This is an optimization exercise on Yosys and OpenROAD, whose aim is small area and a short achievable clock period, not a production implementation.
The RTL was checked by simulation tests, not by an equivalence proof against the original design.
Power figures rest on the tool's default switching activity, not on a simulated workload.

### flow/design.v
module timer_top(
input        sys_clk    ,
input        sys_rst_n  ,
input        tim_psel   ,
input        tim_pwrite ,
input        tim_penable,
input [11:0] tim_paddr  ,
input [31:0] tim_pwdata ,
input [3:0]  tim_pstrb  ,
input        dbg_mode   ,
output       tim_int    ,
output [31:0] tim_prdata,
output       tim_pready ,
output       tim_pslverr
);
wire [31:0] wd = tim_pwdata;
wire [3:0]  ps = tim_pstrb;
genvar gi;
reg pen_q;
always @(posedge sys_clk or negedge sys_rst_n)
    if (!sys_rst_n) pen_q <= 1'b0;
    else            pen_q <= tim_penable;
assign tim_pready = tim_penable & pen_q;
wire wr = tim_psel & tim_penable & tim_pwrite;
wire a_ok = (tim_paddr[11:5] == 7'd0) & (tim_paddr[1:0] == 2'd0);
wire [2:0] a_idx = tim_paddr[4:2];
reg r_tcr, r_tdr0, r_tdr1, r_tcmp0, r_tcmp1, r_tier, r_tisr, r_thcsr;
always @(posedge sys_clk) begin
    r_tcr   <= a_ok & (a_idx == 3'd0);
    r_tdr0  <= a_ok & (a_idx == 3'd1);
    r_tdr1  <= a_ok & (a_idx == 3'd2);
    r_tcmp0 <= a_ok & (a_idx == 3'd3);
    r_tcmp1 <= a_ok & (a_idx == 3'd4);
    r_tier  <= a_ok & (a_idx == 3'd5);
    r_tisr  <= a_ok & (a_idx == 3'd6);
    r_thcsr <= a_ok & (a_idx == 3'd7);
end
wire s_tcr   = r_tcr;
wire s_tdr0  = r_tdr0;
wire s_tdr1  = r_tdr1;
wire s_tcmp0 = r_tcmp0;
wire s_tcmp1 = r_tcmp1;
wire s_tier  = r_tier;
wire s_tisr  = r_tisr;
wire s_thcsr = r_thcsr;
reg       timer_en, div_en;
reg [3:0] div_val;
wire w_tcr = wr & s_tcr;
wire err_c = timer_en ? ((ps[0] & (wd[1] != div_en)) |
                         (ps[1] & (wd[11:8] != div_val)))
                      : (ps[1] & wd[11] & (wd[10] | wd[9] | wd[8]));
wire tcr_ok = w_tcr & ~err_c;
wire tcr_l0 = tcr_ok & ps[0];
wire tcr_l1 = tcr_ok & ps[1];
wire clr    = tcr_l0 & timer_en & ~wd[0];
wire       timer_en_d = tcr_l0 ? wd[0]    : timer_en;
wire       div_en_d   = tcr_l0 ? wd[1]    : div_en;
wire [3:0] div_val_d  = tcr_l1 ? wd[11:8] : div_val;
always @(posedge sys_clk or negedge sys_rst_n)
    if (!sys_rst_n) begin
        timer_en <= 1'b0;
        div_en   <= 1'b0;
        div_val  <= 4'd1;
    end else begin
        timer_en <= timer_en_d;
        div_en   <= div_en_d;
        div_val  <= div_val_d;
    end
reg err_q;
always @(posedge sys_clk)
    err_q <= w_tcr & err_c;
assign tim_pslverr = err_q;
reg halt_req, halt_ack;
wire halt = halt_req & dbg_mode;
always @(posedge sys_clk or negedge sys_rst_n)
    if (!sys_rst_n) begin
        halt_req <= 1'b0;
        halt_ack <= 1'b0;
    end else begin
        if (wr & s_thcsr & ps[0]) halt_req <= wd[0];
        halt_ack <= halt;
    end
reg [7:0] pre;
reg       go;
wire [7:0] mask;
generate for (gi = 0; gi < 8; gi = gi + 1) begin : g_mask
    assign mask[gi] = div_val > gi;
end endgenerate
wire [7:0] pre_d = !(timer_en & div_en) ? 8'd0 :
                   halt                 ? pre  : pre + 8'd1;
wire go_d = timer_en ? timer_en_d & (~div_en | &(pre_d | ~mask))
                     : timer_en_d & (~div_en_d | (div_val_d == 4'd0));
always @(posedge sys_clk or negedge sys_rst_n)
    if (!sys_rst_n) begin
        pre <= 8'd0;
        go  <= 1'b0;
    end else begin
        pre <= pre_d;
        go  <= go_d;
    end
wire cnt_en = go & ~halt;
reg  [63:0] cnt;
wire ld_lo = wr & s_tdr0;
wire ld_hi = wr & s_tdr1;
wire en_lo = cnt_en & ~ld_lo;
wire en_hi = cnt_en & ~ld_hi;
wire [3:0]  bl_lo = ({4{ld_lo}} & ps) | {4{clr}};
wire [3:0]  bl_hi = ({4{ld_hi}} & ps) | {4{clr}};
wire [31:0] wdx   = wd & {32{~clr}};
wire [64:0] pf;
assign pf[0] = 1'b1;
generate for (gi = 1; gi <= 64; gi = gi + 1) begin : g_pf
    assign pf[gi] = &cnt[gi-1:0];
end endgenerate
wire [63:0] cnt_d;
generate for (gi = 0; gi < 64; gi = gi + 1) begin : g_cnt
    wire bl = (gi < 32) ? bl_lo[(gi % 32) / 8] : bl_hi[(gi % 32) / 8];
    wire en = (gi < 32) ? en_lo : en_hi;
    assign cnt_d[gi] = bl ? wdx[gi % 32] : cnt[gi] ^ (en & pf[gi]);
end endgenerate
always @(posedge sys_clk or negedge sys_rst_n)
    if (!sys_rst_n) cnt <= 64'd0;
    else            cnt <= cnt_d;
reg [31:0] tcmp0, tcmp1;
generate for (gi = 0; gi < 4; gi = gi + 1) begin : g_tcmp
    always @(posedge sys_clk or negedge sys_rst_n)
        if (!sys_rst_n) begin
            tcmp0[gi*8 +: 8] <= 8'hff;
            tcmp1[gi*8 +: 8] <= 8'hff;
        end else begin
            if (wr & s_tcmp0 & ps[gi]) tcmp0[gi*8 +: 8] <= wd[gi*8 +: 8];
            if (wr & s_tcmp1 & ps[gi]) tcmp1[gi*8 +: 8] <= wd[gi*8 +: 8];
        end
end endgenerate
reg int_en, int_st;
wire match = (cnt == {tcmp1, tcmp0});
always @(posedge sys_clk or negedge sys_rst_n)
    if (!sys_rst_n) begin
        int_en <= 1'b0;
        int_st <= 1'b0;
    end else begin
        if (wr & s_tier & ps[0]) int_en <= wd[0];
        if (wr & s_tisr & ps[0] & wd[0] & int_st) int_st <= 1'b0;
        else if (match)                           int_st <= 1'b1;
    end
assign tim_int = int_en & int_st;
assign tim_prdata = ({32{r_tdr0}}  & cnt[31:0])  |
                    ({32{r_tdr1}}  & cnt[63:32]) |
                    ({32{r_tcmp0}} & tcmp0)      |
                    ({32{r_tcmp1}} & tcmp1)      |
                    ({32{r_tcr}}   & {20'd0, div_val, 6'd0, div_en, timer_en}) |
                    ({32{r_tier}}  & {31'd0, int_en}) |
                    ({32{r_tisr}}  & {31'd0, int_st}) |
                    ({32{r_thcsr}} & {30'd0, halt_ack, halt_req});
endmodule
### flow/flow/run.sh
#!/bin/bash
# The standard layout (standard.sh), with these changes:
# - buffer_ports gives each port a sky130_fd_sc_hd__buf_1 (repair_timing
#   resizes it where timing needs more) instead of the delay cell it picks
#   by itself;
# - the clock tree is built from clkbuf_8 without dummy loads;
# - the wide OR/NOR cells (or3*, or4*, nor4*) and a222oi_1, a2111oi*,
#   o2111ai* are added to the platform's don't-use list, so that synthesis
#   and repair build faster logic from smaller gates. The registers are the
#   same as in the standard synthesis.
set -euo pipefail
cd "$(dirname "$0")/.."
LIB="$FLOW_HOME/platforms/sky130hd/lib/sky130_fd_sc_hd__tt_025C_1v80.lib"
PLATFORM_DONT_USE=$(sed -n '/DONT_USE_CELLS/,/^#/p' "$FLOW_HOME/platforms/sky130hd/config.mk" | grep -o 'sky130_fd_sc_hd__[a-z0-9_]*' | tr '\n' ' ')
EXTRA_DONT_USE=$(grep -o 'cell ("sky130_fd_sc_hd__\(or4\|nor4\|or3\|a222oi\|a2111oi\|o2111ai\)[a-z0-9_]*' "$LIB" | sed 's/cell ("//' | tr '\n' ' ')
export DONT_USE_CELLS="$PLATFORM_DONT_USE $EXTRA_DONT_USE"
export BUFFER_PORTS_ARGS="-buffer_cell sky130_fd_sc_hd__buf_1"
export CTS_ARGS="-sink_clustering_enable -repair_clock_nets -buf_list sky130_fd_sc_hd__clkbuf_8 -dont_use_dummy_load"
echo "DONT_USE_CELLS=$DONT_USE_CELLS" > dont_use.log
bash standard.sh "DONT_USE_CELLS=$DONT_USE_CELLS" "BUFFER_PORTS_ARGS=$BUFFER_PORTS_ARGS" "CTS_ARGS=$CTS_ARGS" finish > make_finish.log 2>&1
### flow/standard.sh
#!/bin/bash
# synth_recipe.tcl (not shown) runs the flow's synth.tcl, then flattens the netlist and writes it again
# the make line also repeats each setting of config.mk as NAME=value (left out here)
make -C /OpenROAD-flow-scripts/flow DESIGN_CONFIG=/design/flow/config.mk WORK_HOME=/design/flow/orfs CLKGATE_MAP_FILE= SYNTH_SCRIPT=/design/flow/synth_recipe.tcl "${@:-finish}"
### flow/config.mk
export PLATFORM = sky130hd
export DESIGN_NAME = timer_top
export DESIGN_NICKNAME = timer_top
export VERILOG_FILES = /design/flow/design.v
export SDC_FILE = /design/flow/constraint.sdc
export NUM_CORES = 4
export LEC_CHECK = 0
export CAP_MARGIN = 20
export CORE_MARGIN = 2
export CORE_UTILIZATION = 40
export SETUP_SLACK_MARGIN = 2.4
export SLEW_MARGIN = 20
### flow/constraint.sdc
create_clock -name core_clock -period 5.0 [get_ports {sys_clk}]
set_input_delay 1.0000 -clock core_clock [delete_from_list [all_inputs] [get_ports {sys_clk}]]
set_output_delay 1.0000 -clock core_clock [all_outputs]
set_load 0.01 [all_outputs]
==> flow_metrics.tcl, run 1 <==
set metrics [dict create \
    grt_setup_unrepaired "true" \
    setup_violations 0 \
    synth_compound_area_share_pct 14.6 \
    critical_path.reg2reg.startpoint "halt_req$_DFFE_PN0P_" \
    setup_slack_ps 2480 \
    globalRouteTotalUtil_pct 23.1 \
    synth_area_leader_cell "sky130_fd_sc_hd__dfrtp_1" \
    timing.critical_path.fanout_max 36 \
    core_area_mm2 0.0220 \
    yosys.area.top_type_share_pct 23.0 \
    global_route.overflow_total 0 \
    synth_simple_gate_area_share_pct 15.8 \
    nets 995 \
    postSynthRegisterBits 157 \
    detailroute.via_count 7197 \
    worstRegToRegCells 6 \
    dr.pass1.iters 5 \
    run_status "finished clean" \
    setup_tns_ps 0 \
    seqCellArea_mm2 0.00398 \
    combinational_family_with_the_most_area_after_synthesis "simple AND/OR/NAND/NOR gates" \
    max-vdd-ir-drop_mv 0.124 \
    ys_dominant_reg_cell "sky130_fd_sc_hd__dfrtp_1" \
    netlist_area_mm2 0.00903 \
    pwr_density_cell_mw_per_mm2 210 \
    synth_mux_area_share_pct 8.59 \
    post-route-min-period_ps 2520 \
    route.antenna.remaining_nets 0 \
    final.fill_count 2153 \
    critPathLaunchType "flip-flop" \
    combined_area_of_the_multi_input_logic_cells_mm2 0.00477 \
    yosys.area_share.adder_pct 0.277 \
    grt_first_pass_wirelength_um 42000 \
    netlist_instances 876 \
    leakage_uw 0.00387 \
    largest_net_degree_at_the_start_of_global_routing 84 \
    number_of_h_tree_branching_levels 4 \
    synth.avg_cell_area_um2 10.3 \
    r2r_slack_ps 2700 \
    areaGrowthSynthToFinish_pct 9.36 \
    root_buffer "sky130_fd_sc_hd__clkbuf_8" \
    number_of_cell_rows 54 \
    clock_input_transition_at_the_sequential_cells_of_the_worst_setup_and_hold_paths_ps 100 \
    cp_data_arrival_time_ps 1520 \
    antenna_violations_before_repair 1 \
    min_path_type "reg -> reg" \
    crit_path_end_kind "output port" \
    die_h_um 154 \
    worst_clock_skew_ps 40.8 \
    numPortBuffers 88 \
    worst_pin_slew_ps 996 \
    synth-async-reset-ratio_pct 94.3 \
    timing.critical_path.slowest_stage_cell "sky130_fd_sc_hd__dfxtp_1" \
    routedWlPerCell_um 22.3 \
    worst_path_largest_cell_delay_ps 370 \
    synthesis.yosys.warnings 1 \
    clock_tree_from_tritoncts "done" \
    ys_top_cells_by_count "sky130_fd_sc_hd__xnor2_1, sky130_fd_sc_hd__dfrtp_1, sky130_fd_sc_hd__nand2_1" \
    path_cells "buf_12 -> a22oi_1 -> nand2_1 -> buf_1" \
    regToRegEndpoint "cnt[39]$_DFF_PN0_" \
    dp_worst_setup_slack_ps 1270 \
    synth_most_common_cell "sky130_fd_sc_hd__xnor2_1" \
    gp_congestion 0.903 \
    die_x_um 154 \
    drt_iter0_drc 537 \
    timing_max_transition_violations_final 0 \
    clock_sink_count 157 \
    ctsLongestPathBuffers 2 \
    layout_cell_share_with_drive_strength_beyond_1_pct 21.1 \
    min_path_cells 2 \
    via_per_inst 5.91 \
    grt_pass1_vias 6907 \
    holdCritStartpoint "r_tier$_DFF_P_" \
    synth_enable_flop_cells 0 \
    report.final.hold_viol_count 0 \
    worst-endpoint-required_ps 4000 \
    timing.hold.worst_endpoint "int_en$_DFFE_PN0P_" \
    start_util_pct 41.0 \
    synth_nets 932 \
    distinct_cell_type_count_of_the_synthesized_netlist 59 \
    dieArea_mm2 0.0238 \
    synth_seq_area_share_pct 43.9 \
    max_cap_violations 0 \
    timing.fmax_ghz 0.397 \
    timing.max_slew.rel_slack_pct 33.6 \
    worst-setup-path-type "reg -> out" \
    post_synth_xor_area_fraction_pct 13.2 \
    design.portCount 89 \
    layout_worst_path_cycle_share_pct 50.4 \
    cts_hold_buffers 0 \
    dp_hpwl_um 19100 \
    antennaDiodeCount 0 \
    cts_made_buffers 17 \
    synth.area.top_cells "sky130_fd_sc_hd__dfrtp_1, sky130_fd_sc_hd__dfstp_2, sky130_fd_sc_hd__xnor2_1" \
    post-route-drc-count 0 \
    wl_um 27200 \
    clock_latency_ps 470 \
]
[cell families after synthesis]
| group | after synthesis |
|---|---|
| fa+ha+maj | 2 |
| xor+xnor | 136 |
| simple gates | 269 |
| mux | 69 |
| compound gates | 172 |
| flops | 157 |
| buf+inv | 71 |
[cell usage in the layout, fill, tap and decap left out, types with 13 or more instances in the layout]
master / n
sky130_fd_sc_hd__inv_1: 13
sky130_fd_sc_hd__xor2_1: 46
sky130_fd_sc_hd__o2bb2ai_1: 54
sky130_fd_sc_hd__nand4_1: 43
sky130_fd_sc_hd__dfstp_2: 65
sky130_fd_sc_hd__xnor2_1: 90
sky130_fd_sc_hd__a22oi_1: 65
sky130_fd_sc_hd__clkbuf_8: 17
sky130_fd_sc_hd__mux2_2: 68
sky130_fd_sc_hd__nor2_1: 31
sky130_fd_sc_hd__dfrtp_1: 82
sky130_fd_sc_hd__nand3_1: 44
sky130_fd_sc_hd__buf_1: 85
sky130_fd_sc_hd__nand2_1: 79
sky130_fd_sc_hd__and3_1: 17
[power by group]
group	leakage (uW)	internal (uW)	total, uW	switching (uW)
clock network	0.000122	300	720	420
logic	0.00185	18.9	82.4	63.4
registers	0.00190	1270	1270	1.28
[state kept, by name, summed over array words and instances, names as in the netlist, 4 cells and up]
name,flops
tcmp1,32
cnt,64
tcmp0,32
div_val,4
pre,8
[critical path, delay by kind of cell, from the launching register on]
family / cells / cell delay, ps
AND/OR/NAND/NOR: 1 / 140
flip-flops: 1 / 370
buffers and inverters: 2 / 410
AO/OA/AOI/OAI: 1 / 120
[per-stage QoR]
step | hold slack (ps) | power (uW) | utilization [%] | cells | cell area [um^2]
6_report | 502 | 2080 | 44.8 | 1217 | 9880
5_1_grt | 536 | 2160 | 44.8 | 1217 | 9880
4_1_cts | 502 | 2090 | 44.7 | 1217 | 9840
3_5_place_dp | 481 | 1380 | 43.1 | 1192 | 9490
3_3_place_gp | 482 | 1380 | 43.1 | 1192 | 9490
2_1_floorplan | 455 | 1310 | - | 876 | 9030
[per-layer routing]
| metal | GRT usage, % | vias up | share of wire (%) | wire length [um] |
|---|---|---|---|---|
| li1 | - | 3302 | - | - |
| met1 | 33.3 | 3625 | 46 | 12500 |
| met2 | 35.1 | 235 | 45 | 12300 |
| met3 | 4.65 | 33 | 6.2 | 1680 |
| met4 | 7.32 | 2 | 2.4 | 657 |
| met5 | 0 | - | 0.052 | 14 |
[worst max path at each step]
stage / from / endpoint / slack (ps) / cells after the start
2_1_floorplan: tim_pwdata[11] / cnt[0]$_DFF_PN0_ / 2430 / 8
3_3_place_gp: tim_pwdata[11] / cnt[0]$_DFF_PN0_ / 1410 / 7
3_5_place_dp: tim_penable / cnt[25]$_DFF_PN0_ / 1270 / 6
4_1_cts: dbg_mode / cnt[23]$_DFF_PN0_ / 2400 / 7
5_1_grt: dbg_mode / cnt[39]$_DFF_PN0_ / 2400 / 7
6_report: r_tcmp0$_DFF_P_ / tim_prdata[31] / 2480 / 4
[final cells by class]
type	count	share of cell area (%)
Sequential cell	157	40.2
Multi-Input combinational cell	649	48.3
Tap cell	280	3.55
Timing Repair Buffer	101	5.02
Inverter	13	0.494
Clock buffer	17	2.37
[repair_timing]
action,4_1_cts,5_1_grt
setup buffers,7,0
setup endpoints to repair,96,86
gates resized for setup,12,13
pin swaps,2,1
gates cloned,1,0
==> run 2, diff against run 1 <==
--- a/flow/config.mk
+++ b/flow/config.mk
@@ -10,3 +10,3 @@
 export CORE_UTILIZATION = 40
-export SETUP_SLACK_MARGIN = 2.4
+export SETUP_SLACK_MARGIN = 2.6
 export SLEW_MARGIN = 20
==> run 2 against run 1 <==
  * Synthesized cell count stayed put
  * First-iteration DRC count is 36% higher
  * Routed wire length is 6.8% higher
  * Cell count is 1.2% higher
  * Sequential power hardly changed
  * Clock-buffer cell count stayed put
  * Sequential share of layout area is 1.7 points lower
  * Worst hold slack worse by 8.0 ps
  * Largest power group unchanged
  * Highest routed layer unchanged
==> flow_metrics.tcl, run 2 <==
set metrics [dict create \
    final_design_area_no_fill_mm2 0.0103 \
    min_path_type "reg -> reg" \
    dieArea_mm2 0.0238 \
    timing_max_transition_violations_final 0 \
    worst_path_largest_cell_delay_ps 420 \
    post_route_utilization_pct 46.9 \
    cp.buffers_inverters 2 \
    global_route.overflow_total 0 \
    yosys.area.top_type_share_pct 23.0 \
    netlist_area_mm2 0.00903 \
    routedWlPerCell_um 23.5 \
    pwr-share-comb_pct 4.0 \
    clock_sink_count 157 \
    cts_hold_buffers 0 \
    largest_register_ffs 64 \
    root_buffer "sky130_fd_sc_hd__clkbuf_8" \
    antennaDiodeCount 0 \
    post-route-min-period_ps 2550 \
    dp_hpwl_um 19200 \
    worst_clock_skew_ps 39.5 \
    p_switching_uw 505 \
    report.final.hold_viol_count 0 \
    ys_top_cells_by_count "sky130_fd_sc_hd__xnor2_1, sky130_fd_sc_hd__dfrtp_1, sky130_fd_sc_hd__nand2_1" \
    synth_enable_flop_cells 0 \
    seqCellArea_mm2 0.00398 \
    globalRouteTotalUtil_pct 23.5 \
    leakage_uw 0.00409 \
    max_cap_violations 0 \
    die_x_um 154 \
    pwr_density_cell_mw_per_mm2 203 \
    route.met2.wl_um 13400 \
    synth_most_common_cell "sky130_fd_sc_hd__xnor2_1" \
    yosys.area_share.adder_pct 0.277 \
    synthesis.yosys.warnings 1 \
    wl_um 29000 \
    number_of_h_tree_branching_levels 4 \
    setup_slack_ps 2450 \
    timing.critical_path.fanout_max 12 \
    netlist_instances 876 \
    synth_compound_area_share_pct 14.6 \
    grt_setup_unrepaired "true" \
    largest_register "cnt" \
    post_synth_xor_area_fraction_pct 13.2 \
    grt_first_pass_wirelength_um 42900 \
    ys_dominant_reg_cell "sky130_fd_sc_hd__dfrtp_1" \
    layout_cell_share_with_drive_strength_beyond_1_pct 30.5 \
    largest_net_degree_at_the_start_of_global_routing 97 \
    combined_area_of_the_multi_input_logic_cells_mm2 0.00501 \
    cts_made_buffers 17 \
    routedLengthMet1_um 13000 \
    synth_seq_area_share_pct 43.9 \
    synth_simple_gate_area_share_pct 15.8 \
    run_status "finished clean" \
    design.portCount 89 \
    largest_registers "cnt x64, tcmp0 x32, tcmp1 x32" \
    layout_worst_path_cycle_share_pct 51.0 \
    switching_share_pct 24.1 \
    crit_family "flip-flops" \
    numPortBuffers 88 \
    p_clk_share_pct 35.3 \
    most_common_cell_after_layout_fill_and_taps_aside "sky130_fd_sc_hd__xnor2_1" \
    distinct_cell_type_count_of_the_synthesized_netlist 59 \
    crit_path_end_kind "output port" \
    ctsLongestPathBuffers 2 \
    clock_input_transition_at_the_sequential_cells_of_the_worst_setup_and_hold_paths_ps 110 \
    met3RoutedLength_um 1990 \
    clock_latency_ps 490 \
    top_layer_used "met5" \
    critPathLaunchType "flip-flop" \
    core_area_mm2 0.0220 \
    timing.critical_path.slowest_stage_cell "sky130_fd_sc_hd__dfxtp_4" \
    setup_violations 0 \
    synth.avg_cell_area_um2 10.3 \
    worst-endpoint-required_ps 4000 \
    dr.pass1.iters 5 \
    detailroute.via_count 7322 \
    worst-setup-path-type "reg -> out" \
    via_per_inst 5.94 \
    pwr-share-seq_pct 60.7 \
    synth-async-reset-ratio_pct 94.3 \
    max-vdd-ir-drop_mv 0.115 \
    antenna_violations_before_repair 1 \
    dp_worst_setup_slack_ps 1270 \
    worst_pin_slew_ps 826 \
    areaGrowthSynthToFinish_pct 14.5 \
    placement.cell_area_mm2 0.00950 \
    path_cells "buf_8 -> a22oi_1 -> nand2_2 -> clkbuf_2" \
    grt_pass1_vias 7046 \
    final_cell_mix "sky130_fd_sc_hd__xnor2_1, sky130_fd_sc_hd__dfrtp_1, sky130_fd_sc_hd__nand2_1, sky130_fd_sc_hd__mux2_2, sky130_fd_sc_hd__dfstp_2" \
    timing.fmax_ghz 0.392 \
    synth_mux_area_share_pct 8.59 \
    post-route-drc-count 0 \
    timing.max_slew.rel_slack_pct 44.9 \
    intPower_uw 1590 \
    setup_tns_ps 0 \
    number_of_cell_rows 54 \
    final.fill_count 2109 \
    clock_tree_from_tritoncts "done" \
    nets 1010 \
    synth_nets 932 \
    die_h_um 154 \
    route.antenna.remaining_nets 0 \
    drt_iter0_drc 728 \
    postSynthRegisterBits 157 \
    gp_congestion 0.892 \
    combinational_family_with_the_most_area_after_synthesis "simple AND/OR/NAND/NOR gates" \
    cp_data_arrival_time_ps 1550 \
    start_util_pct 41.0 \
    synth.area.top_cells "sky130_fd_sc_hd__dfrtp_1, sky130_fd_sc_hd__dfstp_2, sky130_fd_sc_hd__xnor2_1" \
    synth_area_leader_cell "sky130_fd_sc_hd__dfrtp_1" \
]
## run 2: changes by cell type in the layout (fill, tap and decap cells not counted), sizes merged
cell,previous run,this run
buf,98,89
clkbuf,20,43
and4,12,13
## run 2: per-stage QoR
stage	instances	total power [uW]	hold slack [ps]
finish	1232	2090	494
CTS	1222	2100	496
global route	1232	2170	518
detailed placement	1191	1380	481
global placement	1191	1380	476
floorplan	876	1310	455
## run 2: cells by family (layout without fill, tap and decap cells)
group           count (synthesis)  after routing
fa+ha+maj                       2              2
compound gates                172            172
simple gates                  269            271
flops                         157            157
xor+xnor                      136            136
buf+inv                        71            145
mux                            69             69
## run 2: metal layers
| metal | vias up | global-route usage (%) |
|---|---|---|
| li1 | 3338 | - |
| met1 | 3685 | 33.4 |
| met2 | 254 | 36.5 |
| met3 | 43 | 5.30 |
| met4 | 2 | 6.35 |
| met5 | - | 0 |
## run 2: cell type report
class	instances	area share, %
Sequential cell	157	38.5
Tap cell	280	3.39
Timing Repair Buffer	115	6.88
Clock buffer	17	2.26
Inverter	13	0.472
Multi-Input combinational cell	650	48.5
## run 2: power by group through the flow
stage               clock (uW)  combinational (uW)  sequential, uW
global placement             0                82.5            1300
global route               800                94.0            1270
finish                     739                83.9            1270
CTS                        749                84.3            1270
floorplan                    0                17.5            1300
detailed placement           0                82.7            1300
## run 2: tightest hold or removal path, delay by kind of cell, from the launching register on
kind / cells / cell delay (ps)
compound gates: 1 / 70
flops: 1 / 330
simple gates: 1 / 70
## run 2: timing repair
item	4_1_cts	5_1_grt
pin swaps	5	14
setup endpoints to repair	113	94
hold endpoints to repair	0	0
setup buffers	13	4
resized for setup	35	78
gates cloned	1	6
## run 2: final timing paths
path | startpoint | end | slack, ps | cells past startpoint
setup / recovery | r_tdr0$_DFF_P_ | tim_prdata[4] | 2450 | 4
hold / removal | r_tier$_DFF_P_ | int_en$_DFFE_PN0P_ | 490 | 2
setup reg to reg | cnt[9]$_DFF_PN0_ | cnt[34]$_DFF_PN0_ | 2820 | 6
hold reg to reg | r_tier$_DFF_P_ | int_en$_DFFE_PN0P_ | 490 | 2
max in group asynchronous | sys_rst_n | tcmp0[30]$_DFFE_PN1P_ | 3340 | 2
min in group asynchronous | sys_rst_n | int_en$_DFFE_PN0P_ | 620 | 1
==> run 3, diff against run 2 <==
--- a/flow/config.mk
+++ b/flow/config.mk
@@ -10,3 +10,3 @@
 export CORE_UTILIZATION = 40
-export SETUP_SLACK_MARGIN = 2.6
+export SETUP_SLACK_MARGIN = 2.5
 export SLEW_MARGIN = 20
==> run 3 against run 2 <==
  * Area after synthesis did not move
  * Cell count shrank 1.1%
  * Still clean
  * Total power decreased by 0.66%
  * Critical path depth is the same
  * Synthesized cell count is the same
  * Largest cell class unchanged
==> flow_metrics.tcl, run 3 <==
set metrics [dict create \
    run_status "finished clean" \
    worst-setup-path-type "reg -> out" \
    synth_area_leader_cell "sky130_fd_sc_hd__dfrtp_1" \
    dp_hpwl_um 18800 \
    global_route.overflow_total 0 \
    ctsLongestPathBuffers 2 \
    setup_violations 0 \
    timing_max_transition_violations_final 0 \
    route.antenna.remaining_nets 0 \
    design.portCount 89 \
    yosys.area.top_type_share_pct 23.0 \
    largest_net_degree_at_the_start_of_global_routing 96 \
    die_h_um 154 \
    clock_sink_count 157 \
    timing.critical_path.fanout_max 16 \
    ys_dominant_reg_cell "sky130_fd_sc_hd__dfrtp_1" \
    dr.pass1.iters 5 \
    antenna_violations_before_repair 1 \
    globalRouteTotalUtil_pct 23.0 \
    final_cell_mix "sky130_fd_sc_hd__xnor2_1, sky130_fd_sc_hd__dfrtp_1, sky130_fd_sc_hd__nand2_1, sky130_fd_sc_hd__buf_1, sky130_fd_sc_hd__mux2_2" \
    areaGrowthSynthToFinish_pct 12.7 \
    synthesis.yosys.warnings 1 \
    routedWlPerCell_um 23.0 \
    placement.cell_area_mm2 0.00949 \
    netlist_area_mm2 0.00903 \
    start_util_pct 41.0 \
    numPortBuffers 88 \
    grt_pass1_vias 6975 \
    ys_top_cells_by_count "sky130_fd_sc_hd__xnor2_1, sky130_fd_sc_hd__dfrtp_1, sky130_fd_sc_hd__nand2_1" \
    detailroute.via_count 7268 \
    layout_cell_share_with_drive_strength_beyond_1_pct 27.0 \
    clock_latency_ps 460 \
    cp_data_arrival_time_ps 1490 \
    clock_tree_from_tritoncts "done" \
    synth_most_common_cell "sky130_fd_sc_hd__xnor2_1" \
    worst-endpoint-required_ps 4000 \
    core_area_mm2 0.0220 \
    r2r_slack_ps 2640 \
    synth-async-reset-ratio_pct 94.3 \
    critPathLaunchType "flip-flop" \
    synth.area.top_cells "sky130_fd_sc_hd__dfrtp_1, sky130_fd_sc_hd__dfstp_2, sky130_fd_sc_hd__xnor2_1" \
    cts_made_buffers 17 \
    synth_nets 932 \
    number_of_cell_rows 54 \
    clock_input_transition_at_the_sequential_cells_of_the_worst_setup_and_hold_paths_ps 90 \
    worstRegToRegCells 8 \
    synth.avg_cell_area_um2 10.3 \
    timing.max_slew.rel_slack_pct 46.1 \
    largest_register_ffs 64 \
    antennaDiodeCount 0 \
    netlist_instances 876 \
    holdCritStartpoint "r_tier$_DFF_P_" \
    timing.fmax_ghz 0.401 \
    final.fill_count 2096 \
    gp_congestion 0.826 \
    drt_iter0_drc 593 \
    post-route-min-period_ps 2490 \
    seqCellArea_mm2 0.00398 \
    layout_worst_path_cycle_share_pct 49.9 \
    most_common_cell_after_layout_fill_and_taps_aside "sky130_fd_sc_hd__xnor2_1" \
    post-route-drc-count 0 \
    grt_first_pass_wirelength_um 41800 \
    number_of_h_tree_branching_levels 4 \
    crit_path_end_kind "output port" \
    max_cap_violations 0 \
    leakage_uw 0.00398 \
    combined_area_of_the_multi_input_logic_cells_mm2 0.00496 \
    max-vdd-ir-drop_mv 0.117 \
    largest_register "cnt" \
    grt_setup_unrepaired "true" \
    worst_pin_slew_ps 809 \
    critical_path.reg2reg.startpoint "r_tdr1$_DFF_P_" \
    min_path_type "reg -> reg" \
    synth_seq_area_share_pct 43.9 \
    hold_slack_ps 496 \
    die_x_um 154 \
    distinct_cell_type_count_of_the_synthesized_netlist 59 \
    via_per_inst 5.97 \
    pwr_density_cell_mw_per_mm2 204 \
    worst_clock_skew_ps 26.3 \
    root_buffer "sky130_fd_sc_hd__clkbuf_8" \
    final_design_area_no_fill_mm2 0.0102 \
    largest_registers "cnt x64, tcmp0 x32, tcmp1 x32" \
    timing.hold.worst_endpoint "int_en$_DFFE_PN0P_" \
    synth_enable_flop_cells 0 \
    nets 996 \
    postSynthRegisterBits 157 \
    dieArea_mm2 0.0238 \
    post_route_utilization_pct 46.2 \
    regToRegEndpoint "cnt[58]$_DFF_PN0_" \
    wl_um 28100 \
    report.final.hold_viol_count 0 \
    min_path_cells 2 \
    setup_tns_ps 0 \
]
==> run 3: cell counts after synthesis <==
Identical to the previous run, type by type.
==> run 3: kinds of logic (layout without fill, tap and decap cells) <==
| family | count (synthesis) | in the layout | share of synthesized area [%] |
|---|---|---|---|
| AOI/OAI and AO/OA | 172 | 172 | 14.6 |
| buffers and inverters | 71 | 132 | 3.66 |
| and+or+nand+nor | 269 | 270 | 15.8 |
| adders and majority gates | 2 | 2 | 0.277 |
| muxes | 69 | 69 | 8.59 |
| DFF | 157 | 157 | 43.9 |
| xor gates and xnor gates | 136 | 136 | 13.2 |
==> run 3: area by class of cell <==
| type | instances | share of cell area (%) |
|---|---|---|
| multi-input combinational | 649 | 48.7 |
| sequential | 157 | 39.1 |
| timing repair buffer | 102 | 5.96 |
| tap | 280 | 3.44 |
| clock buffer | 17 | 2.30 |
| inverter | 13 | 0.479 |
==> run 3: timing repair <==
action	in CTS	in global routing
hold buffers	0	0
setup endpoints to repair	96	98
pin swaps	2	9
resized for setup	24	65
gates cloned	2	3
setup buffers	3	2
==> run 3: power breakdown <==
group | internal, uW | switching (uW)
logic | 19.0 | 64.0
registers | 1270 | 1.41
clock network | 301 | 426
total | 1590 | 491
==> run 3: through the flow <==
| stage | setup slack (ps) | power [uW] | cells |
|---|---|---|---|
| final | 2510 | 2080 | 1218 |
| after CTS | 2470 | 2100 | 1213 |
| after detailed placement | 1270 | 1380 | 1191 |
| after global routing | 2450 | 2160 | 1218 |
| after floorplan | 2510 | 1310 | 876 |
| after global placement | 1420 | 1380 | 1191 |
==> run 3: worst max-delay path, stage by stage (launching register included) <==
cell and delay (ps):
sky130_fd_sc_hd__dfxtp_4 380, sky130_fd_sc_hd__clkbuf_16 200, sky130_fd_sc_hd__a22oi_1 170, sky130_fd_sc_hd__nand2_1 130, sky130_fd_sc_hd__buf_1 150
==> run 3: worst max path at each step <==
stage / from / endpoint / slack [ps] / cells past startpoint
floorplan: tim_pwdata[11] / cnt[0]$_DFF_PN0_ / 2510 / 8
global placement: tim_pwdata[11] / cnt[0]$_DFF_PN0_ / 1420 / 7
detailed placement: tim_penable / cnt[0]$_DFF_PN0_ / 1270 / 6
CTS: r_tcmp0$_DFF_P_ / tim_prdata[8] / 2470 / 4
global route: r_tcmp0$_DFF_P_ / tim_prdata[0] / 2450 / 4
finish: r_tdr1$_DFF_P_ / tim_prdata[31] / 2510 / 4
==> run 3: routing by layer <==
layer | up-vias | share of wire (%) | GRT usage, %
met2 | 268 | 46 | 35.7
met4 | 2 | 2.3 | 6.70
met1 | 3643 | 45 | 31.1
met5 | - | 0.057 | 0
met3 | 34 | 7.4 | 6.92
li1 | 3321 | - | -
==> run 4, diff against run 3 <==
--- a/flow/config.mk
+++ b/flow/config.mk
@@ -7,2 +7,3 @@
 export LEC_CHECK = 0
+export ABC_AREA = 1
 export CAP_MARGIN = 20
@@ -10,3 +11,3 @@
 export CORE_UTILIZATION = 40
-export SETUP_SLACK_MARGIN = 2.5
+export SETUP_SLACK_MARGIN = 2.4
 export SLEW_MARGIN = 20
==> run 4 against run 3 <==
  * Setup slack worse by 180 ps
  * Sequential cell count unchanged
  * Combinational power up 130%
  * Sequential power up 4%
  * Worst hold slack better by 6.5 ps
  * Fmax down 6.8%
  * Non-clock buffer count up 19
  * First-iteration DRC count up 8.8%
  * Global-route usage up 2.2 points
  * Clock-buffer cell count unchanged
  * Critical endpoint is now tim_prdata[8]
==> flow_metrics.tcl, run 4 <==
set metrics [dict create \
    run_status "finished clean" \
    layout_worst_path_cycle_share_pct 53.5 \
    pwr-share-comb_pct 8.4 \
    switching_share_pct 26.3 \
    report.final.hold_viol_count 0 \
    clock_sink_count 157 \
    ctsLongestPathBuffers 2 \
    largest_registers "cnt x64, tcmp0 x32, tcmp1 x32" \
    synth_seq_area_share_pct 43.7 \
    netlist_instances 1240 \
    post-route-drc-count 0 \
    clock_latency_ps 470 \
    synth-async-reset-ratio_pct 94.3 \
    via_per_inst 5.36 \
    netlist_area_mm2 0.00907 \
    timing.max_slew.rel_slack_pct 47.6 \
    seqCellArea_mm2 0.00398 \
    root_buffer "sky130_fd_sc_hd__clkbuf_8" \
    leakage_uw 0.00506 \
    antenna_violations_before_repair 0 \
    p_switching_uw 590 \
    synthesis.yosys.warnings 1 \
    number_of_cell_rows 55 \
    grt_pass1_vias 8446 \
    design.portCount 89 \
    global_route.overflow_total 0 \
    die_h_um 155 \
    synth_area_leader_cell "sky130_fd_sc_hd__dfrtp_1" \
    critical_path.reg2reg.startpoint "r_tdr1$_DFF_P_" \
    synth_most_common_cell "sky130_fd_sc_hd__nand2_1" \
    gp_congestion 0.885 \
    numPortBuffers 88 \
    combined_area_of_the_multi_input_logic_cells_mm2 0.00473 \
    timing.hold.worst_endpoint "tcmp1[22]$_DFFE_PN1P_" \
    yosys.area.top_type_share_pct 22.9 \
    pwr_density_cell_mw_per_mm2 206 \
    worstRegToRegCells 13 \
    largest_net_degree_at_the_start_of_global_routing 97 \
    dp_hpwl_um 20000 \
    worst-endpoint-required_ps 4000 \
    gr-usage-met2_pct 38.5 \
    postSynthRegisterBits 157 \
    clock_tree_from_tritoncts "done" \
    detailroute.via_count 8757 \
    min_path_cells 2 \
    route.antenna.remaining_nets 0 \
    regToRegEndpoint "cnt[42]$_DFF_PN0_" \
    distinct_cell_type_count_of_the_synthesized_netlist 37 \
    most_crowded_layer_after_global_routing "met2" \
    dr.pass1.iters 7 \
    drt_iter0_drc 645 \
    final.fill_count 2245 \
    r2r_slack_ps 2630 \
    cts_hold_buffers 0 \
    final_cell_mix "sky130_fd_sc_hd__nand2_1, sky130_fd_sc_hd__inv_1, sky130_fd_sc_hd__o21ai_0, sky130_fd_sc_hd__nor2_1, sky130_fd_sc_hd__nand3_1" \
    grt_util_met3_pct 4.71 \
    synth.avg_cell_area_um2 7.32 \
    min_path_type "reg -> reg" \
    worst_clock_skew_ps 17.2 \
    cts_made_buffers 17 \
    p_clk_share_pct 32.7 \
    ys_top_cells_by_count "sky130_fd_sc_hd__nand2_1, sky130_fd_sc_hd__inv_1, sky130_fd_sc_hd__o21ai_0" \
    most_common_cell_after_layout_fill_and_taps_aside "sky130_fd_sc_hd__nand2_1" \
    synth_nets 1296 \
    placement.cell_area_mm2 0.00968 \
    intPower_uw 1650 \
    holdCritStartpoint "tcmp1[22]$_DFFE_PN1P_" \
    final_design_area_no_fill_mm2 0.0109 \
    post-route-min-period_ps 2670 \
    setup_tns_ps 0 \
    number_of_h_tree_branching_levels 4 \
    ys_dominant_reg_cell "sky130_fd_sc_hd__dfrtp_1" \
    synth.area.top_cells "sky130_fd_sc_hd__dfrtp_1, sky130_fd_sc_hd__dfstp_2, sky130_fd_sc_hd__nand2_1" \
    layout_cell_share_with_drive_strength_beyond_1_pct 17.1 \
    worst_pin_slew_ps 786 \
    timing_max_transition_violations_final 0 \
    worst-setup-path-type "reg -> out" \
    wl_um 29100 \
    nets 1406 \
    grt_setup_unrepaired "true" \
    pwr-share-seq_pct 58.9 \
    max_cap_violations 0 \
    start_util_pct 40.4 \
    routedWlPerCell_um 17.8 \
    clock_input_transition_at_the_sequential_cells_of_the_worst_setup_and_hold_paths_ps 80 \
    largest_register_ffs 64 \
    timing.critical_path.fanout_max 5 \
    grt_first_pass_wirelength_um 46800 \
    largest_register "cnt" \
    cp_data_arrival_time_ps 1670 \
    timing.fmax_ghz 0.374 \
    areaGrowthSynthToFinish_pct 20.2 \
    synth_enable_flop_cells 0 \
    antennaDiodeCount 0 \
    die_x_um 155 \
    crit_path_end_kind "output port" \
    globalRouteTotalUtil_pct 25.2 \
    use_met1_pct 36.4 \
    critPathLaunchType "flip-flop" \
    place.detailed.instances 1587 \
    dieArea_mm2 0.0239 \
    final-instance-count-excl-fill 1633 \
    setup_violations 0 \
    core_area_mm2 0.0224 \
    max-vdd-ir-drop_mv 0.120 \
]
-- run 4: critical path, stage by stage (launching register included) --
cell,delay [ps]
sky130_fd_sc_hd__dfxtp_4,420
sky130_fd_sc_hd__clkinvlp_4,180
sky130_fd_sc_hd__buf_6,170
sky130_fd_sc_hd__o22ai_4,140
sky130_fd_sc_hd__a21oi_2,50
sky130_fd_sc_hd__o221ai_2,70
sky130_fd_sc_hd__buf_2,170
-- run 4: how the worst max path moves through the flow --
stage / startpoint / end / slack [ps] / depth (start not counted)
2_1_floorplan: tim_pstrb[1] / cnt[48]$_DFF_PN0_ / 2500 / 9
3_3_place_gp: tim_pwdata[8] / cnt[42]$_DFF_PN0_ / 1390 / 14
3_5_place_dp: tim_pwdata[8] / cnt[42]$_DFF_PN0_ / 1340 / 14
4_1_cts: r_tcmp0$_DFF_P_ / tim_prdata[15] / 2280 / 5
5_1_grt: r_tcmp0$_DFF_P_ / tim_prdata[15] / 2250 / 5
6_report: r_tcmp0$_DFF_P_ / tim_prdata[8] / 2330 / 6
-- run 4: cell type report --
cell class,instances,area share (%)
Clock buffer,17,2.15
Multi-Input combinational cell,878,43.4
Inverter,173,6.43
Sequential cell,157,36.5
Tap cell,285,3.27
Timing Repair inverter,2,0.425
Timing Repair Buffer,121,7.85
-- run 4: per-layer routing --
layer | part of all wire, % | up-vias
met4 | 2.0 | 0
met2 | 45 | 289
met1 | 47 | 4136
met3 | 6.1 | 34
li1 | - | 4298
met5 | 0 | -
-- run 4: power groups by stage --
stage	combinational [uW]	clock, uW	sequential (uW)
floorplan	99.7	0	1340
CTS	183	746	1320
global placement	178	0	1340
global route	217	803	1320
detailed placement	178	0	1340
finish	188	733	1320
-- run 4: through the flow --
step | total power (uW) | util [%] | worst slack, ps | hold WS, ps
floorplan | 1440 | - | 2500 | 475
global placement | 1520 | 43.2 | 1390 | 488
detailed placement | 1520 | 43.2 | 1340 | 495
CTS | 2250 | 47.3 | 2280 | 506
global route | 2340 | 48.6 | 2250 | 522
finish | 2240 | 48.6 | 2330 | 503
-- run 4: logic make-up after synthesis --
group | share of synthesized area [%]
and+or+nand+nor | 28.4
buffers and inverters | 8.65
adders and majority gates | 0.276
AOI/OAI and AO/OA | 13.8
xor gates and xnor gates | 5.21
DFF | 43.7
-- run 4: timing repair --
action	CTS	global route
setup buffers	17	5
gates cloned	7	0
resized for setup	117	60
pin swaps	16	12
endpoints found under the setup margin	96	134
==> run 5, diff against run 4 <==
--- a/flow/config.mk
+++ b/flow/config.mk
@@ -7,6 +7,5 @@
 export LEC_CHECK = 0
-export ABC_AREA = 1
 export CAP_MARGIN = 20
 export CORE_MARGIN = 2
-export CORE_UTILIZATION = 40
+export CORE_UTILIZATION = 50
 export SETUP_SLACK_MARGIN = 2.4
==> run 5 against run 4 <==
  * Combinational power fell by 57%
  * Cell count is 29% lower
  * Setup slack gained 120 ps
  * Total power decreased by 7.4%
  * Synthesized cell count is 29% lower
  * Design area shrank 9.6%
  * First-iteration DRC count fell by 11%
  * Critical path type unchanged
  * Largest cell class unchanged
==> flow_metrics.tcl, run 5 <==
set metrics [dict create \
    largest_register "cnt" \
    post-route-drc-count 0 \
    nets 996 \
    use_met1_pct 37.7 \
    dr.pass1.iters 6 \
    dp_hpwl_um 18300 \
    synth_enable_flop_cells 0 \
    switching_share_pct 23.4 \
    start_util_pct 50.6 \
    via_per_inst 6.26 \
    core_area_mm2 0.0178 \
    synth_most_common_cell "sky130_fd_sc_hd__xnor2_1" \
    number_of_h_tree_branching_levels 4 \
    die_h_um 138 \
    route.antenna.remaining_nets 0 \
    yosys.area.top_type_share_pct 23.0 \
    pwr-share-comb_pct 3.9 \
    crit_path_end_kind "output port" \
    final-instance-count-excl-fill 1167 \
    timing_max_transition_violations_final 0 \
    root_buffer "sky130_fd_sc_hd__clkbuf_8" \
    numPortBuffers 88 \
    largest_register_ffs 64 \
    cp_data_arrival_time_ps 1560 \
    critPathLaunchType "flip-flop" \
    layout_cell_share_with_drive_strength_beyond_1_pct 20.8 \
    most_common_cell_after_layout_fill_and_taps_aside "sky130_fd_sc_hd__xnor2_1" \
    min_path_type "reg -> reg" \
    place.detailed.instances 1139 \
    ys_dominant_reg_cell "sky130_fd_sc_hd__dfrtp_1" \
    number_of_cell_rows 49 \
    clock_input_transition_at_the_sequential_cells_of_the_worst_setup_and_hold_paths_ps 80 \
    post-route-min-period_ps 2560 \
    dp_worst_setup_slack_ps 1310 \
    pwr_density_cell_mw_per_mm2 211 \
    wl_um 26700 \
    detailroute.via_count 7304 \
    antennaDiodeCount 0 \
    layout_worst_path_cycle_share_pct 51.2 \
    worst_pin_slew_ps 993 \
    timing.fmax_ghz 0.391 \
    most_crowded_layer_after_global_routing "met2" \
    global_route.overflow_total 0 \
    synth-async-reset-ratio_pct 94.3 \
    synth.area.top_cells "sky130_fd_sc_hd__dfrtp_1, sky130_fd_sc_hd__dfstp_2, sky130_fd_sc_hd__xnor2_1" \
    power.total_uw 2070 \
    worstRegToRegCells 7 \
    synth_seq_area_share_pct 43.9 \
    postSynthRegisterBits 157 \
    ctsLongestPathBuffers 2 \
    cts_made_buffers 17 \
    ys_top_cells_by_count "sky130_fd_sc_hd__xnor2_1, sky130_fd_sc_hd__dfrtp_1, sky130_fd_sc_hd__nand2_1" \
    p_clk_share_pct 34.7 \
    largest_registers "cnt x64, tcmp0 x32, tcmp1 x32" \
    timing.max_slew.rel_slack_pct 33.8 \
    design.portCount 89 \
    synth.avg_cell_area_um2 10.3 \
    setup_slack_ps 2440 \
    netlist_area_mm2 0.00903 \
    distinct_cell_type_count_of_the_synthesized_netlist 59 \
    run_status "finished clean" \
    pwr-share-seq_pct 61.3 \
    clock_tree_from_tritoncts "done" \
    worst-setup-path-type "reg -> out" \
    dieArea_mm2 0.0192 \
    report.final.hold_viol_count 0 \
    clock_latency_ps 470 \
    gr-usage-met2_pct 48.0 \
    min_path_cells 2 \
    final_cell_mix "sky130_fd_sc_hd__xnor2_1, sky130_fd_sc_hd__buf_1, sky130_fd_sc_hd__dfrtp_1, sky130_fd_sc_hd__nand2_1, sky130_fd_sc_hd__mux2_2" \
    worst_clock_skew_ps 35.0 \
    netlist_instances 876 \
    timing.critical_path.fanout_max 11 \
    grt_first_pass_wirelength_um 42500 \
    p_switching_uw 485 \
    clock_sink_count 157 \
    leakage_uw 0.00388 \
    gp_congestion 0.866 \
    intPower_uw 1590 \
    grt_pass1_vias 7454 \
    areaGrowthSynthToFinish_pct 9.09 \
    setup_tns_ps 0 \
    synthesis.yosys.warnings 1 \
    synth_nets 932 \
    max-vdd-ir-drop_mv 0.156 \
    worst-endpoint-required_ps 4000 \
    setup_violations 0 \
    grt_util_met3_pct 4.81 \
    synth_area_leader_cell "sky130_fd_sc_hd__dfrtp_1" \
    routedWlPerCell_um 22.9 \
    max_cap_violations 0 \
    largest_net_degree_at_the_start_of_global_routing 84 \
    antenna_violations_before_repair 0 \
    globalRouteTotalUtil_pct 28.5 \
    drt_iter0_drc 575 \
    die_x_um 138 \
    grt_setup_unrepaired "false" \
]
run 5: stage by stage:
step                      hold WS [ps]  instance area [um^2]  util [%]
after floorplan                    455                  9030         -
after global placement             482                  9420      52.8
after detailed placement           501                  9420      52.8
after CTS                          514                  9830      55.1
after global routing               545                  9850      55.2
final                              510                  9850      55.2
run 5: cell type report:
type	instances	area, um^2
Sequential cell	157	3970
Fill cell	1599	7990
Multi-Input combinational cell	649	4770
Tap cell	229	287
Inverter	13	48.8
Timing Repair Buffer	102	542
Clock buffer	17	234
run 5: kinds of logic after synthesis:
group	Yosys count	share of synthesized area (%)
adder cells (fa/ha/maj)	2	0.277
AO/OA/AOI/OAI	172	14.6
flip-flops	157	43.9
buffers and inverters	71	3.66
AND/OR/NAND/NOR	269	15.8
XOR/XNOR	136	13.2
multiplexers	69	8.59
run 5: path summary, 6_finish.rpt:
path	from	slack, ps	end
max	timer_en$_DFF_PN0_	2440	tim_prdata[0]
min	tcmp1[0]$_DFFE_PN1P_	510	tcmp1[0]$_DFFE_PN1P_
max reg2reg	r_tdr1$_DFF_P_	2730	cnt[59]$_DFF_PN0_
min reg2reg	tcmp1[0]$_DFFE_PN1P_	510	tcmp1[0]$_DFFE_PN1P_
max in group asynchronous	sys_rst_n	3290	div_val[0]$_DFF_PN1_
min in group asynchronous	sys_rst_n	740	cnt[25]$_DFF_PN0_
run 5: timing repair:
action	in CTS	in global routing
cloned	1	0
buffers inserted	10	0
hold buffers	0	0
pin swaps	2	0
setup endpoints to repair	96	57
resized for setup	8	10
run 5: metal layers:
layer	wire length (um)	vias up
met2	13400	255
met3	1420	37
met1	11300	3686
met5	0	-
met4	496	0
li1	-	3326
run 5: power by group through the flow:
stage / combinational [uW] / clock (uW) / sequential [uW]
2_1_floorplan: 16.2 / 0 / 1300
3_3_place_gp: 78.7 / 0 / 1300
3_5_place_dp: 80.6 / 0 / 1300
4_1_cts: 81.7 / 734 / 1270
5_1_grt: 91.1 / 781 / 1270
6_report: 81.3 / 721 / 1270
run 5: worst max-delay path, cell delays in order (launching register included):
cell and delay (ps):
sky130_fd_sc_hd__dfrtp_1 520, sky130_fd_sc_hd__a22oi_1 270, sky130_fd_sc_hd__nand4_1 160, sky130_fd_sc_hd__buf_1 160
==> run 6, diff against run 5 <==
--- a/flow/config.mk
+++ b/flow/config.mk
@@ -9,3 +9,4 @@
 export CORE_MARGIN = 2
-export CORE_UTILIZATION = 50
+export CORE_UTILIZATION = 40
+export PLACE_DENSITY = 0.8
 export SETUP_SLACK_MARGIN = 2.4
==> run 6 against run 5 <==
  * First-iteration DRC count increased by 57%
  * Area after synthesis unchanged
  * Routed wire length grew 0.47%
  * Critical path type unchanged
  * Clock-buffer cell count did not move
  * Largest power group unchanged
==> flow_metrics.tcl, run 6 <==
set metrics [dict create \
    timing.max_slew.rel_slack_pct 38.2 \
    numPortBuffers 88 \
    worst-endpoint-required_ps 4000 \
    start_util_pct 41.0 \
    synthesis.yosys.warnings 1 \
    dieArea_mm2 0.0238 \
    grt_pass1_vias 7221 \
    synth_enable_flop_cells 0 \
    wl_um 26800 \
    design.portCount 89 \
    regToRegEndpoint "cnt[57]$_DFF_PN0_" \
    post-route-min-period_ps 2510 \
    globalRouteTotalUtil_pct 22.3 \
    netlist_instances 876 \
    crit_family "buffers and inverters" \
    ys_top_cells_by_count "sky130_fd_sc_hd__xnor2_1, sky130_fd_sc_hd__dfrtp_1, sky130_fd_sc_hd__nand2_1" \
    crit_cells 4 \
    dp_hpwl_um 18600 \
    min_path_cells 2 \
    layout_cell_share_with_drive_strength_beyond_1_pct 21.0 \
    netlist_area_mm2 0.00903 \
    largest_register_ffs 64 \
    timing_max_transition_violations_final 0 \
    drt_iter0_drc 902 \
    die_x_um 154 \
    clock_sink_count 157 \
    worst_clock_skew_ps 22.2 \
    timing.critical_path.fanout_max 36 \
    seqCellArea_mm2 0.00398 \
    synth_area_leader_cell "sky130_fd_sc_hd__dfrtp_1" \
    timing.critical_path.slowest_stage_cell "sky130_fd_sc_hd__dfxtp_1" \
    combined_area_of_the_multi_input_logic_cells_mm2 0.00475 \
    routedWlPerCell_um 21.9 \
    route.antenna.remaining_nets 0 \
    final.fill_count 2091 \
    root_buffer "sky130_fd_sc_hd__clkbuf_8" \
    holdCritStartpoint "r_tier$_DFF_P_" \
    number_of_cell_rows 54 \
    path_cells "buf_12 -> a22oi_1 -> nand2_1 -> buf_1" \
    distinct_cell_type_count_of_the_synthesized_netlist 59 \
    max_cap_violations 0 \
    synth_nets 932 \
    areaGrowthSynthToFinish_pct 9.81 \
    yosys.area.top_type_share_pct 23.0 \
    max-vdd-ir-drop_mv 0.112 \
    clock_latency_ps 470 \
    report.final.hold_viol_count 0 \
    cts_made_buffers 17 \
    ctsLongestPathBuffers 2 \
    clock_input_transition_at_the_sequential_cells_of_the_worst_setup_and_hold_paths_ps 70 \
    synth.area.top_cells "sky130_fd_sc_hd__dfrtp_1, sky130_fd_sc_hd__dfstp_2, sky130_fd_sc_hd__xnor2_1" \
    setup_tns_ps 0 \
    run_status "finished clean" \
    global_route.overflow_total 0 \
    worstRegToRegCells 6 \
    synth_seq_area_share_pct 43.9 \
    timing.hold.worst_endpoint "int_en$_DFFE_PN0P_" \
    core_area_mm2 0.0220 \
    most_common_cell_after_layout_fill_and_taps_aside "sky130_fd_sc_hd__xnor2_1" \
    final_cell_mix "sky130_fd_sc_hd__xnor2_1, sky130_fd_sc_hd__buf_1, sky130_fd_sc_hd__dfrtp_1, sky130_fd_sc_hd__nand2_1, sky130_fd_sc_hd__mux2_2" \
    critPathLaunchType "flip-flop" \
    setup_violations 0 \
    synth_most_common_cell "sky130_fd_sc_hd__xnor2_1" \
    worst-setup-path-type "reg -> out" \
    dr.pass1.iters 6 \
    synth.avg_cell_area_um2 10.3 \
    timing.fmax_ghz 0.398 \
    ys_dominant_reg_cell "sky130_fd_sc_hd__dfrtp_1" \
    postSynthRegisterBits 157 \
    gp_congestion 0.902 \
    nets 1000 \
    leakage_uw 0.00390 \
    cp.buffers_inverters 2 \
    cts_hold_buffers 0 \
    synth-async-reset-ratio_pct 94.3 \
    post-route-drc-count 0 \
    worst_path_largest_cell_delay_ps 350 \
    detailroute.via_count 7526 \
    hold_slack_ps 485 \
    via_per_inst 6.15 \
    worst_pin_slew_ps 927 \
    crit_path_end_kind "output port" \
    number_of_h_tree_branching_levels 4 \
    pwr_density_cell_mw_per_mm2 208 \
    critical_path.reg2reg.startpoint "cnt[40]$_DFF_PN0_" \
    antenna_violations_before_repair 1 \
    largest_register "cnt" \
    largest_net_degree_at_the_start_of_global_routing 65 \
    largest_registers "cnt x64, tcmp0 x32, tcmp1 x32" \
    grt_first_pass_wirelength_um 41000 \
    die_h_um 154 \
    clock_tree_from_tritoncts "done" \
    grt_setup_unrepaired "false" \
    min_path_type "reg -> reg" \
    layout_worst_path_cycle_share_pct 50.2 \
    r2r_slack_ps 2510 \
    startpoint "r_tcmp0$_DFF_P_" \
    cp_data_arrival_time_ps 1510 \
]
==> run 6: area by class of cell <==
| type | instances | share of cell area [%] |
|---|---|---|
| diodes | 2 | 0.0505 |
| clock buffers | 17 | 2.36 |
| inverters | 13 | 0.492 |
| multi-input cells | 648 | 47.9 |
| flip-flops and latches | 157 | 40.1 |
| well taps | 280 | 3.53 |
| repair buffers | 107 | 5.54 |
==> run 6: power breakdown <==
part | internal (uW) | switching [uW] | total [uW]
logic | 18.4 | 61.2 | 79.7
clock network | 300 | 413 | 713
registers | 1270 | 1.26 | 1270
total | 1590 | 476 | 2060
==> run 6: how the worst max path moves through the flow <==
stage / endpoint
after global routing: tim_prdata[30]
after CTS: tim_prdata[1]
final: tim_prdata[4]
after floorplan: cnt[0]$_DFF_PN0_
after global placement: cnt[60]$_DFF_PN0_
after detailed placement: cnt[57]$_DFF_PN0_
==> run 6: cells by family (layout without fill, tap and decap cells) <==
| kind of cell | Yosys count | in the layout | synth area share, % |
|---|---|---|---|
| xor+xnor | 136 | 136 | 13.2 |
| other cells | 0 | 2 | 0 |
| buf+inv | 71 | 137 | 3.66 |
| fa+ha+maj | 2 | 2 | 0.277 |
| compound gates | 172 | 172 | 14.6 |
| mux | 69 | 69 | 8.59 |
| flops | 157 | 157 | 43.9 |
| simple gates | 269 | 269 | 15.8 |
==> run 6: what timing repair did <==
action / in CTS / in global routing
gates resized for setup: 7 / 9
pin swaps: 0 / 1
setup endpoints to repair: 50 / 64
setup buffers: 5 / 7
==> run 6: metrics by stage <==
stage / power [uW] / cell area (um^2) / setup WS [ps] / util (%) / instances
floorplan: 1310 / 9030 / 2430 / - / 876
CTS: 2070 / 9800 / 2350 / 44.5 / 1215
finish: 2060 / 9920 / 2490 / 45.0 / 1224
detailed placement: 1380 / 9490 / 1860 / 43.1 / 1193
global route: 2130 / 9920 / 2410 / 45.0 / 1223
global placement: 1370 / 9490 / 1970 / 43.1 / 1193
==> run 6: worst min-delay path, cell delays in order (launching register included) <==
cell and delay, ps:
sky130_fd_sc_hd__dfxtp_1 310, sky130_fd_sc_hd__nand2_1 70, sky130_fd_sc_hd__o21ai_0 70
==> run 6: per-layer routing <==
layer | part of all wire (%) | track usage (%)
met5 | 0 | 0
met4 | 4.0 | 11.4
met3 | 9.5 | 7.51
met2 | 46 | 33.7
met1 | 40 | 28.5
==> run 7, diff against run 6 <==
--- a/flow/flow/run.sh
+++ b/flow/flow/run.sh
@@ -6,3 +6,4 @@
 # - the clock tree is built from clkbuf_8 without dummy loads;
-# - the wide OR/NOR cells (or3*, or4*, nor4*) and a222oi_1, a2111oi*,
+# - the slow wide OR/NOR/AND cells (or3*, or4*, nor3*, nor4*, and4*, nand4b*)
+#   and nor2b*, a2bb2o*, o2bb2a*, a21bo*, o21ba*, a222oi_1, a2111oi*,
 #   o2111ai* are added to the platform's don't-use list, so that synthesis
@@ -14,3 +15,3 @@
 PLATFORM_DONT_USE=$(sed -n '/DONT_USE_CELLS/,/^#/p' "$FLOW_HOME/platforms/sky130hd/config.mk" | grep -o 'sky130_fd_sc_hd__[a-z0-9_]*' | tr '\n' ' ')
-EXTRA_DONT_USE=$(grep -o 'cell ("sky130_fd_sc_hd__\(or4\|nor4\|or3\|a222oi\|a2111oi\|o2111ai\)[a-z0-9_]*' "$LIB" | sed 's/cell ("//' | tr '\n' ' ')
+EXTRA_DONT_USE=$(grep -o 'cell ("sky130_fd_sc_hd__\(or4\|nor4\|or3\|nor3\|and4\|nand4b\|nor2b\|a2bb2o\|o2bb2a\|a21bo\|o21ba\|a222oi\|a2111oi\|o2111ai\)[a-z0-9_]*' "$LIB" | sed 's/cell ("//' | tr '\n' ' ')
 export DONT_USE_CELLS="$PLATFORM_DONT_USE $EXTRA_DONT_USE"
--- a/flow/config.mk
+++ b/flow/config.mk
@@ -10,3 +10,2 @@
 export CORE_UTILIZATION = 40
-export PLACE_DENSITY = 0.8
 export SETUP_SLACK_MARGIN = 2.4
==> run 7 against run 6 <==
  * Worst hold slack better by 25 ps
  * Fmax about the same
  * Register-to-register slack improved by 130 ps
  * Global-route usage up 0.30 points
  * Sequential cell count did not move
  * Design area down 1.5%
  * Clock power up 1%
  * Critical path depth did not move
  * Clock-buffer cell count is the same
  * Critical endpoint is now tim_prdata[8]
==> flow_metrics.tcl, run 7 <==
set metrics [dict create \
    worst_pin_slew_ps 906 \
    routedWlPerCell_um 20.9 \
    distinct_cell_type_count_of_the_synthesized_netlist 40 \
    antennaDiodeCount 0 \
    dieArea_mm2 0.0235 \
    synth_enable_flop_cells 0 \
    ys_top_cells_by_count "sky130_fd_sc_hd__nand2_1, sky130_fd_sc_hd__xnor2_1, sky130_fd_sc_hd__dfrtp_1" \
    globalRouteTotalUtil_pct 22.6 \
    die_h_um 153 \
    number_of_h_tree_branching_levels 4 \
    worst_clock_skew_ps 23.9 \
    numPortBuffers 88 \
    synthesis.yosys.warnings 1 \
    path_cells "buf_8 -> a22oi_1 -> nand3_1 -> buf_1" \
    layout_cell_share_with_drive_strength_beyond_1_pct 18.0 \
    placement.cell_area_mm2 0.00943 \
    clock_latency_ps 460 \
    report.final.hold_viol_count 0 \
    cp.buffers_inverters 2 \
    post_route_utilization_pct 44.8 \
    post-route-min-period_ps 2510 \
    synth.avg_cell_area_um2 9.72 \
    pwr_density_cell_mw_per_mm2 233 \
    largest_registers "cnt x64, tcmp0 x32, tcmp1 x32" \
    timing.fmax_ghz 0.398 \
    clock_tree_from_tritoncts "done" \
    crit_path_end_kind "output port" \
    route.antenna.remaining_nets 0 \
    root_buffer "sky130_fd_sc_hd__clkbuf_8" \
    design.portCount 89 \
    via_per_inst 5.85 \
    critPathLaunchType "flip-flop" \
    ys_dominant_reg_cell "sky130_fd_sc_hd__dfrtp_1" \
    clock_input_transition_at_the_sequential_cells_of_the_worst_setup_and_hold_paths_ps 70 \
    post-route-drc-count 0 \
    layout_worst_path_cycle_share_pct 50.2 \
    nets 1031 \
    synth-async-reset-ratio_pct 94.3 \
    wl_um 26200 \
    largest_register_ffs 64 \
    timing_max_transition_violations_final 0 \
    netlist_instances 918 \
    dr.pass1.iters 6 \
    number_of_cell_rows 54 \
    clock_sink_count 157 \
    setup_tns_ps 0 \
    synth_most_common_cell "sky130_fd_sc_hd__nand2_1" \
    grt_setup_unrepaired "true" \
    gp_congestion 0.853 \
    cts_made_buffers 17 \
    setup_violations 0 \
    max_cap_violations 0 \
    postSynthRegisterBits 157 \
    synth_seq_area_share_pct 44.5 \
    crit_family "buffers and inverters" \
    synth_area_leader_cell "sky130_fd_sc_hd__dfrtp_1" \
    ctsLongestPathBuffers 2 \
    synth_nets 974 \
    leakage_uw 0.00404 \
    worst_path_largest_cell_delay_ps 340 \
    cp_data_arrival_time_ps 1510 \
    final_design_area_no_fill_mm2 0.00977 \
    areaGrowthSynthToFinish_pct 9.52 \
    final.fill_count 2148 \
    timing.critical_path.fanout_max 34 \
    min_path_type "reg -> reg" \
    cts_hold_buffers 0 \
    largest_net_degree_at_the_start_of_global_routing 62 \
    detailroute.via_count 7336 \
    core_area_mm2 0.0218 \
    final_cell_mix "sky130_fd_sc_hd__nand2_1, sky130_fd_sc_hd__buf_1, sky130_fd_sc_hd__xnor2_1, sky130_fd_sc_hd__dfrtp_1, sky130_fd_sc_hd__a22oi_1" \
    dp_hpwl_um 18300 \
    drt_iter0_drc 655 \
    worst-setup-path-type "reg -> out" \
    most_common_cell_after_layout_fill_and_taps_aside "sky130_fd_sc_hd__nand2_1" \
    yosys.area.top_type_share_pct 23.3 \
    timing.max_slew.rel_slack_pct 39.6 \
    largest_register "cnt" \
    start_util_pct 40.9 \
    worst-endpoint-required_ps 4000 \
    max-vdd-ir-drop_mv 0.151 \
    run_status "finished clean" \
    grt_first_pass_wirelength_um 41400 \
    antenna_violations_before_repair 0 \
    timing.critical_path.slowest_stage_cell "sky130_fd_sc_hd__dfxtp_1" \
    global_route.overflow_total 0 \
    die_x_um 153 \
    grt_pass1_vias 7187 \
    netlist_area_mm2 0.00892 \
    synth.area.top_cells "sky130_fd_sc_hd__dfrtp_1, sky130_fd_sc_hd__dfstp_2, sky130_fd_sc_hd__xnor2_1" \
    power.total_uw 2280 \
]
[run 7: where the power goes]
| group | internal (uW) | total, uW | switching [uW] |
|---|---|---|---|
| clock | 300 | 722 | 422 |
| combinational | 80.9 | 199 | 118 |
| sequential | 1300 | 1360 | 58.6 |
| total | 1680 | 2280 | 598 |
[run 7: cell families after synthesis]
group / Yosys count / share of synthesized area [%]
XOR/XNOR: 137 / 13.5
AO/OA/AOI/OAI: 168 / 13.0
buffers and inverters: 96 / 4.38
flip-flops: 157 / 44.5
multiplexers: 66 / 8.37
adder cells (fa/ha/maj): 2 / 0.280
AND/OR/NAND/NOR: 292 / 16.0
[run 7: final cells by class]
class / instances / area, um^2 / area share [%]
Multi-Input combinational cell: 665 / 4580 / 46.8
Sequential cell: 157 / 3970 / 40.6
Timing Repair Buffer: 102 / 519 / 5.32
Tap cell: 280 / 350 / 3.59
Clock buffer: 17 / 234 / 2.39
Inverter: 32 / 120 / 1.23
[run 7: worst register-to-register path, stage by stage (launching register included)]
cell and delay (ps):
sky130_fd_sc_hd__dfrtp_1 480, sky130_fd_sc_hd__nand4_1 130, sky130_fd_sc_hd__nor2_1 270, sky130_fd_sc_hd__and3_1 320, sky130_fd_sc_hd__and3_4 350, sky130_fd_sc_hd__buf_4 270, sky130_fd_sc_hd__nand4_1 140, sky130_fd_sc_hd__xor2_1 180
sky130_fd_sc_hd__o22ai_1 160
[run 7: stage by stage]
step	setup WS [ps]	std cells	hold slack (ps)
after floorplan	2510	918	462
after global placement	1860	1231	503
after detailed placement	1760	1231	498
after CTS	2410	1249	513
after global routing	2390	1253	544
final	2490	1253	510
[run 7: metal layers]
metal	GRT usage [%]	wire length, um
met4	6.90	554
met5	0	0
met2	35.3	11900
met1	31.8	11700
met3	4.54	1960
[run 7: repair_timing]
item,CTS,global route
setup buffers,1,3
cloned,0,1
resized for setup,11,7
endpoints found under the setup margin,48,70
endpoints found under the hold margin,0,0
[run 7: path summary, 6_finish.rpt]
path,cells past startpoint,slack [ps],from,end
hold reg to reg,2,510,int_en$_DFFE_PN0P_,int_en$_DFFE_PN0P_
max in group asynchronous,2,3480,sys_rst_n,tcmp1[13]$_DFFE_PN1P_
setup / recovery,4,2490,r_tdr1$_DFF_P_,tim_prdata[8]
setup reg to reg,8,2640,cnt[10]$_DFF_PN0_,cnt[60]$_DFF_PN0_
hold / removal,2,510,int_en$_DFFE_PN0P_,int_en$_DFFE_PN0P_
min in group asynchronous,1,700,sys_rst_n,cnt[36]$_DFF_PN0_

## afterwards: timing with drivers on the ports
Ports are ideal in the flow. The routed layouts listed here were re-timed in OpenROAD.
Step 1 sets driving cells, clkbuf_16 on the clock port and buf_2 on the other inputs (assumed; they add their load-dependent delay and slew).
Step 2 also shifts input and output timing later by t, the mid clock arrival at the registers, as if the neighbouring blocks saw the same clock.
Slacks: no drivers / after step 1 / after step 2; pairs: no drivers / after step 1.
run	t, ns	setup slack, ns	worst setup path after step 2	worst slew at a driven data input, ns	cell pins on the clock port's net
run 1	0.490	2.478 / 2.436 / 2.071	input to register	0.07	1
run 2	0.518	2.451 / 2.406 / 2.202	input to register	0.07	1
run 3	0.483	2.507 / 2.467 / 2.097	input to register	0.07	1
run 4	0.502	2.325 / 2.283 / 2.055	input to register	0.04	1
run 5	0.502	2.441 / 2.395 / 2.023	input to register	0.04	1
run 6	0.496	2.491 / 2.448 / 2.045	input to register	0.08	1
run 7	0.492	2.489 / 2.447 / 2.055	input to register	0.06	1
After both steps setup and hold are still met in every run listed. The setup slack of run 6, which loses most, moves by -0.043 ns with the drivers and by -0.446 ns with both steps.
